From an optimization exercise on the open Yosys and OpenROAD flow, aimed at small area; shortcuts taken in it are not production practice.
In this exercise RTL edits were held to simulation tests only and were not proved equivalent to the original.
The clock port is modelled as an ideal driver; clocking choices that lean on that would not hold on a real chip.
Power is estimated from default activity; no workload was simulated.

## SPIMaster
module SPIMaster #(
	parameter WIDTH = 8,
	parameter TxFIFODepth = 8,
	parameter RxFIFODepth = 8
	)(
	input clk,
	input rst_n,
    output CS_n,
    output SCK,
    output MOSI,
    input MISO,
	output [WIDTH - 1:0] RXdata,
	input readEn,
	output RXFIFOempty,
	output RXFIFOfull,
	output TXFIFOempty,
	output TXFIFOfull,
	input [WIDTH - 1:0] TXdata,
	input writeEn,
	input startTransaction,
	output doneTransaction,
	input [7:0] prescale1,
	input [7:0] prescale2
	);
	localparam [4:0] IDLE = 5'b00000;
	localparam [4:0] START = 5'b00010;
	localparam [4:0] LOAD = 5'b00100;
	localparam [4:0] END1 = 5'b00101;
	localparam [4:0] END2 = 5'b00011;
	localparam [4:0] SEND0 = 5'b10000;
	localparam [4:0] SENDLAST = 5'b11111;
	logic [4:0] state;
	logic [WIDTH - 1:0] shiftOut;
	wire idle = ~(state[4] | state[2] | state[1] | state[0]);
	wire sending = state[4];
	wire active = state[4] | state[0];
	wire inFlight = state[4] | state[2];
	wire lastBit = state == SENDLAST;
	wire isStart = ~state[4] & state[1] & ~state[0];
	wire isLoad = ~state[4] & state[2] & ~state[0];
	wire isEnd = ~state[4] & state[0];
	assign CS_n = idle;
	assign doneTransaction = idle;
	assign SCK = state[0];
	assign MOSI = shiftOut[WIDTH - 1] & active;
	logic SCKTick;
	clkPrescale prescaler (
		.clk(clk),
		.rst_n(rst_n),
		.prescaleEn(active),
  ...
Size in the first run: roughly 180 flip-flops, about 46 I/O pins, about 6400 um2 of cells after synthesis.
clock: 5.0 ns
lec_check: 0
cap_margin: 0
core_margin: 2
core_utilization: 70
slew_margin: 0
standard.sh (not shown) runs the stock make flow with config.mk's settings and CLKGATE_MAP_FILE= SYNTH_SCRIPT=/design/flow/synth_recipe.tcl, a recipe that flattens the netlist after the stock synthesis.
==> flow/flow/run.sh <==
#!/bin/bash
# The standard ORFS layout (standard.sh), with these changes:
#  - synthesis maps the logic with an area-oriented ABC script (flow/abc_area.script in
#    place of ORFS's abc_speed.script); everything before ABC, the flip-flop mapping
#    included, is unchanged, so the registers are the standard synthesis's;
#  - no half/full adder cells (ADDER_MAP_FILE empty): ABC maps adders with the rest;
#  - port buffers are buf_1;
#  - the clock tree is clkbuf_4 leaves under a clkbuf_16 root with no dummy loads, and
#    flow/post_cts.tcl upsizes a leaf that drives more than LEAF_MAX sinks to buf_6.
# Each step's full output goes to a log file in this folder (and ORFS's own logs under orfs/logs).
set -euo pipefail
WORK=$PWD

rm -rf "$WORK/synth_scripts"
cp -r "$FLOW_HOME/scripts" "$WORK/synth_scripts"
cp "$WORK/flow/abc_area.script" "$WORK/synth_scripts/abc_speed.script"

export BUFFER_PORTS_ARGS="-buffer_cell sky130_fd_sc_hd__buf_1"
export CTS_ARGS="-sink_clustering_enable -repair_clock_nets -dont_use_dummy_load -sink_clustering_size 100 -sink_clustering_max_diameter 500 -buf_list sky130_fd_sc_hd__clkbuf_4 -root_buf sky130_fd_sc_hd__clkbuf_16"
export LEAF_MAX=10
export POST_CTS_TCL="$WORK/flow/post_cts.tcl"

bash standard.sh SCRIPTS_DIR="$WORK/synth_scripts" ADDER_MAP_FILE= synth > synth.log 2>&1
bash standard.sh finish > layout.log 2>&1
==> flow/flow/abc_area.script <==
strash
&get -n
&fraig -x
&put
scorr
dc2
strash
if -K 4
mfs2 -W 4
strash
dc2
dch -f
amap -m -F 4 -A 8
topo
stime -c
dnsize -c
==> flow/flow/post_cts.tcl <==
# After CTS: a clkbuf_4 that drives more than LEAF_MAX sinks is upsized to buf_6
# (about the drive of clkbuf_8 in less area),
# since the extracted wiring makes its sinks' slew exceed what CTS estimated.
set leaf_max $::env(LEAF_MAX)
set changed 0
foreach inst [[ord::get_db_block] getInsts] {
  if {[[$inst getMaster] getName] eq "sky130_fd_sc_hd__clkbuf_4"} {
    set net [[$inst findITerm X] getNet]
    set n [expr {[llength [$net getITerms]] - 1}]
    if {$n > $leaf_max} {
      puts "post_cts: [$inst getName] drives $n sinks, upsizing to buf_6"
      replace_cell [$inst getName] sky130_fd_sc_hd__buf_6
      incr changed
    }
  }
}
if {$changed} {
  detailed_placement
  check_placement -verbose
}
The first run ran to the end with no violations.
Edit:
--- a/flow/flow/run.sh
+++ b/flow/flow/run.sh
@@ -8,3 +8,3 @@
 #  - the clock tree is clkbuf_4 leaves under a clkbuf_16 root with no dummy loads, and
-#    flow/post_cts.tcl upsizes a leaf that drives more than LEAF_MAX sinks to buf_6.
+#    flow/post_cts.tcl upsizes a leaf that drives more than LEAF_MAX sinks to clkbuf_8.
 # Each step's full output goes to a log file in this folder (and ORFS's own logs under orfs/logs).
==> flow/flow/abc_area.script (replaced) <==
strash
&get -n
&fraig -x
&put
scorr
dc2
strash
dch -f
amap -m -F 4 -A 8
topo
stime -c
dnsize -c
==> flow/flow/post_cts.tcl (replaced) <==
# After CTS: a clkbuf_4 that drives more than LEAF_MAX sinks is upsized to clkbuf_8,
# since the extracted wiring makes its sinks' slew exceed what CTS estimated.
set leaf_max $::env(LEAF_MAX)
set changed 0
foreach inst [[ord::get_db_block] getInsts] {
  if {[[$inst getMaster] getName] eq "sky130_fd_sc_hd__clkbuf_4"} {
    set net [[$inst findITerm X] getNet]
    set n [expr {[llength [$net getITerms]] - 1}]
    if {$n > $leaf_max} {
      puts "post_cts: [$inst getName] drives $n sinks, upsizing to clkbuf_8"
      replace_cell [$inst getName] sky130_fd_sc_hd__clkbuf_8
      incr changed
    }
  }
}
if {$changed} {
  detailed_placement
  check_placement -verbose
}
Sequential share of layout area is about the same.
Global-route usage went down by 0.52 points.
Combinational power is about the same.
Edit:
--- a/flow/flow/run.sh
+++ b/flow/flow/run.sh
@@ -6,5 +6,6 @@
 #  - no half/full adder cells (ADDER_MAP_FILE empty): ABC maps adders with the rest;
+#  - nor3_1 and nor4_1 are not used;
 #  - port buffers are buf_1;
 #  - the clock tree is clkbuf_4 leaves under a clkbuf_16 root with no dummy loads, and
-#    flow/post_cts.tcl upsizes a leaf that drives more than LEAF_MAX sinks to clkbuf_8.
+#    flow/post_cts.tcl upsizes a leaf that drives more than LEAF_MAX sinks to buf_6.
 # Each step's full output goes to a log file in this folder (and ORFS's own logs under orfs/logs).
@@ -17,2 +18,5 @@
 
+# nor3_1 and nor4_1 have small max-capacitance limits; when ABC uses them to drive the
+# 8 bits of a FIFO slot the resizer must add a buffer. The platform's list is appended to this.
+export DONT_USE_CELLS="sky130_fd_sc_hd__nor3_1 sky130_fd_sc_hd__nor4_1"
 export BUFFER_PORTS_ARGS="-buffer_cell sky130_fd_sc_hd__buf_1"
==> flow/flow/abc_area.script (replaced) <==
strash
&get -n
&fraig -x
&put
scorr
dc2
strash
if -K 4
mfs2 -W 4
strash
dc2
dch -f
amap -m -F 4 -A 8
topo
stime -c
dnsize -c
--- a/flow/flow/post_cts.tcl
+++ b/flow/flow/post_cts.tcl
@@ -1,2 +1,3 @@
-# After CTS: a clkbuf_4 that drives more than LEAF_MAX sinks is upsized to clkbuf_8,
+# After CTS: a clkbuf_4 that drives more than LEAF_MAX sinks is upsized to buf_6
+# (about the drive of clkbuf_8 in less area),
 # since the extracted wiring makes its sinks' slew exceed what CTS estimated.
@@ -9,4 +10,4 @@
     if {$n > $leaf_max} {
-      puts "post_cts: [$inst getName] drives $n sinks, upsizing to clkbuf_8"
-      replace_cell [$inst getName] sky130_fd_sc_hd__clkbuf_8
+      puts "post_cts: [$inst getName] drives $n sinks, upsizing to buf_6"
+      replace_cell [$inst getName] sky130_fd_sc_hd__buf_6
       incr changed
Outcome:
- design area is about the same
- wire length went up slightly
- combinational power is about the same
- synthesized cell count went down slightly
- setup slack is worse by 0.24 ns
- sequential share of layout area stays flat
Edit:
--- a/flow/flow/run.sh
+++ b/flow/flow/run.sh
@@ -5,7 +5,5 @@
 #    included, is unchanged, so the registers are the standard synthesis's;
-#  - no half/full adder cells (ADDER_MAP_FILE empty): ABC maps adders with the rest;
-#  - nor3_1 and nor4_1 are not used;
 #  - port buffers are buf_1;
 #  - the clock tree is clkbuf_4 leaves under a clkbuf_16 root with no dummy loads, and
-#    flow/post_cts.tcl upsizes a leaf that drives more than LEAF_MAX sinks to buf_6.
+#    flow/post_cts.tcl upsizes a leaf that drives more than LEAF_MAX sinks to clkbuf_8.
 # Each step's full output goes to a log file in this folder (and ORFS's own logs under orfs/logs).
@@ -18,5 +16,2 @@
 
-# nor3_1 and nor4_1 have small max-capacitance limits; when ABC uses them to drive the
-# 8 bits of a FIFO slot the resizer must add a buffer. The platform's list is appended to this.
-export DONT_USE_CELLS="sky130_fd_sc_hd__nor3_1 sky130_fd_sc_hd__nor4_1"
 export BUFFER_PORTS_ARGS="-buffer_cell sky130_fd_sc_hd__buf_1"
@@ -26,3 +21,3 @@
 
-bash standard.sh SCRIPTS_DIR="$WORK/synth_scripts" ADDER_MAP_FILE= synth > synth.log 2>&1
+bash standard.sh SCRIPTS_DIR="$WORK/synth_scripts" synth > synth.log 2>&1
 bash standard.sh finish > layout.log 2>&1
==> flow/flow/abc_area.script (replaced) <==
strash
&get -n
&fraig -x
&put
scorr
dc2
strash
dch -f
amap -m -F 4 -A 8
topo
stime -c
dnsize -c
==> flow/flow/post_cts.tcl (replaced) <==
# After CTS: a clkbuf_4 that drives more than LEAF_MAX sinks is upsized to clkbuf_8,
# since the extracted wiring makes its sinks' slew exceed what CTS estimated.
set leaf_max $::env(LEAF_MAX)
set changed 0
foreach inst [[ord::get_db_block] getInsts] {
  if {[[$inst getMaster] getName] eq "sky130_fd_sc_hd__clkbuf_4"} {
    set net [[$inst findITerm X] getNet]
    set n [expr {[llength [$net getITerms]] - 1}]
    if {$n > $leaf_max} {
      puts "post_cts: [$inst getName] drives $n sinks, upsizing to clkbuf_8"
      replace_cell [$inst getName] sky130_fd_sc_hd__clkbuf_8
      incr changed
    }
  }
}
if {$changed} {
  detailed_placement
  check_placement -verbose
}
--- a/flow/config.mk
+++ b/flow/config.mk
@@ -7,5 +7,5 @@
 export LEC_CHECK = 0
-export CAP_MARGIN = 0
+export CAP_MARGIN = 20
 export CORE_MARGIN = 2
-export CORE_UTILIZATION = 70
-export SLEW_MARGIN = 0
+export CORE_UTILIZATION = 60
+export SLEW_MARGIN = 20
Outcome: The new run completed without violations; wire length rose by 5.9%; setup slack is better by 0.059 ns; die area increases by 20%; global-route usage went down by 3.2 points; utilization is lower by 12 points; synthesized area rises by 3.7%; non-clock buffer count shrinks by 4; via count hardly moves.
Edit:
--- a/flow/flow/run.sh
+++ b/flow/flow/run.sh
@@ -5,2 +5,3 @@
 #    included, is unchanged, so the registers are the standard synthesis's;
+#  - no half/full adder cells (ADDER_MAP_FILE empty): ABC maps adders with the rest;
 #  - port buffers are buf_1;
@@ -21,3 +22,3 @@
 
-bash standard.sh SCRIPTS_DIR="$WORK/synth_scripts" synth > synth.log 2>&1
+bash standard.sh SCRIPTS_DIR="$WORK/synth_scripts" ADDER_MAP_FILE= synth > synth.log 2>&1
 bash standard.sh finish > layout.log 2>&1
--- a/flow/config.mk
+++ b/flow/config.mk
@@ -7,5 +7,5 @@
 export LEC_CHECK = 0
-export CAP_MARGIN = 20
+export CAP_MARGIN = 0
 export CORE_MARGIN = 2
 export CORE_UTILIZATION = 60
-export SLEW_MARGIN = 20
+export SLEW_MARGIN = 0
Outcome:
- The new run produced a clean layout
- final cell count falls by 4.2%
- design area falls by 4.0%
- setup slack gains 0.13 ns
- core utilization rises by 0.21 points
- combinational power falls by 41%
- sequential share of layout area rises by 2.8 points
- maximum frequency rises by 4.1%
- power falls by 5.8%
- worst hold slack gains 0.0065 ns
- via count falls by 1.5%

[afterwards: timing with drivers on the ports]
The results above use ideal ports. As a check the final layouts listed here were re-extracted and re-timed, cells and wires unchanged.
Step 1, drivers: a clkbuf_16 drives clk and a buf_2 each remaining input, both assumed.
Step 2 moves the port delays by t, midway between the first and last clock arrival at a register: inputs arrive t later, outputs are due t later. That takes back most of the time a late clock gives input paths.
a / b / c = ideal / step 1 / step 2; a / b = the first two.
| run | t, ns | setup slack, ns | worst setup path at the end | worst register clock-pin slew, ns | worst slew at a driven data input, ns |
|---|---|---|---|---|---|
| the first run | 0.373 | 1.678 / 1.639 / 1.840 | register to register | 0.11 / 0.11 | 0.05 |
| the second run | 0.395 | 1.918 / 1.903 / 1.918 | register to register | 0.10 / 0.10 | 0.03 |
| the third run | 0.373 | 1.678 / 1.639 / 1.840 | register to register | 0.11 / 0.11 | 0.05 |
| the fourth run | 0.406 | 1.737 / 1.737 / 1.737 | register to register | 0.10 / 0.10 | 0.04 |
| the fifth run | 0.409 | 1.865 / 1.828 / 1.915 | register to register | 0.10 / 0.10 | 0.04 |
After both steps setup and hold are still met in every run listed.
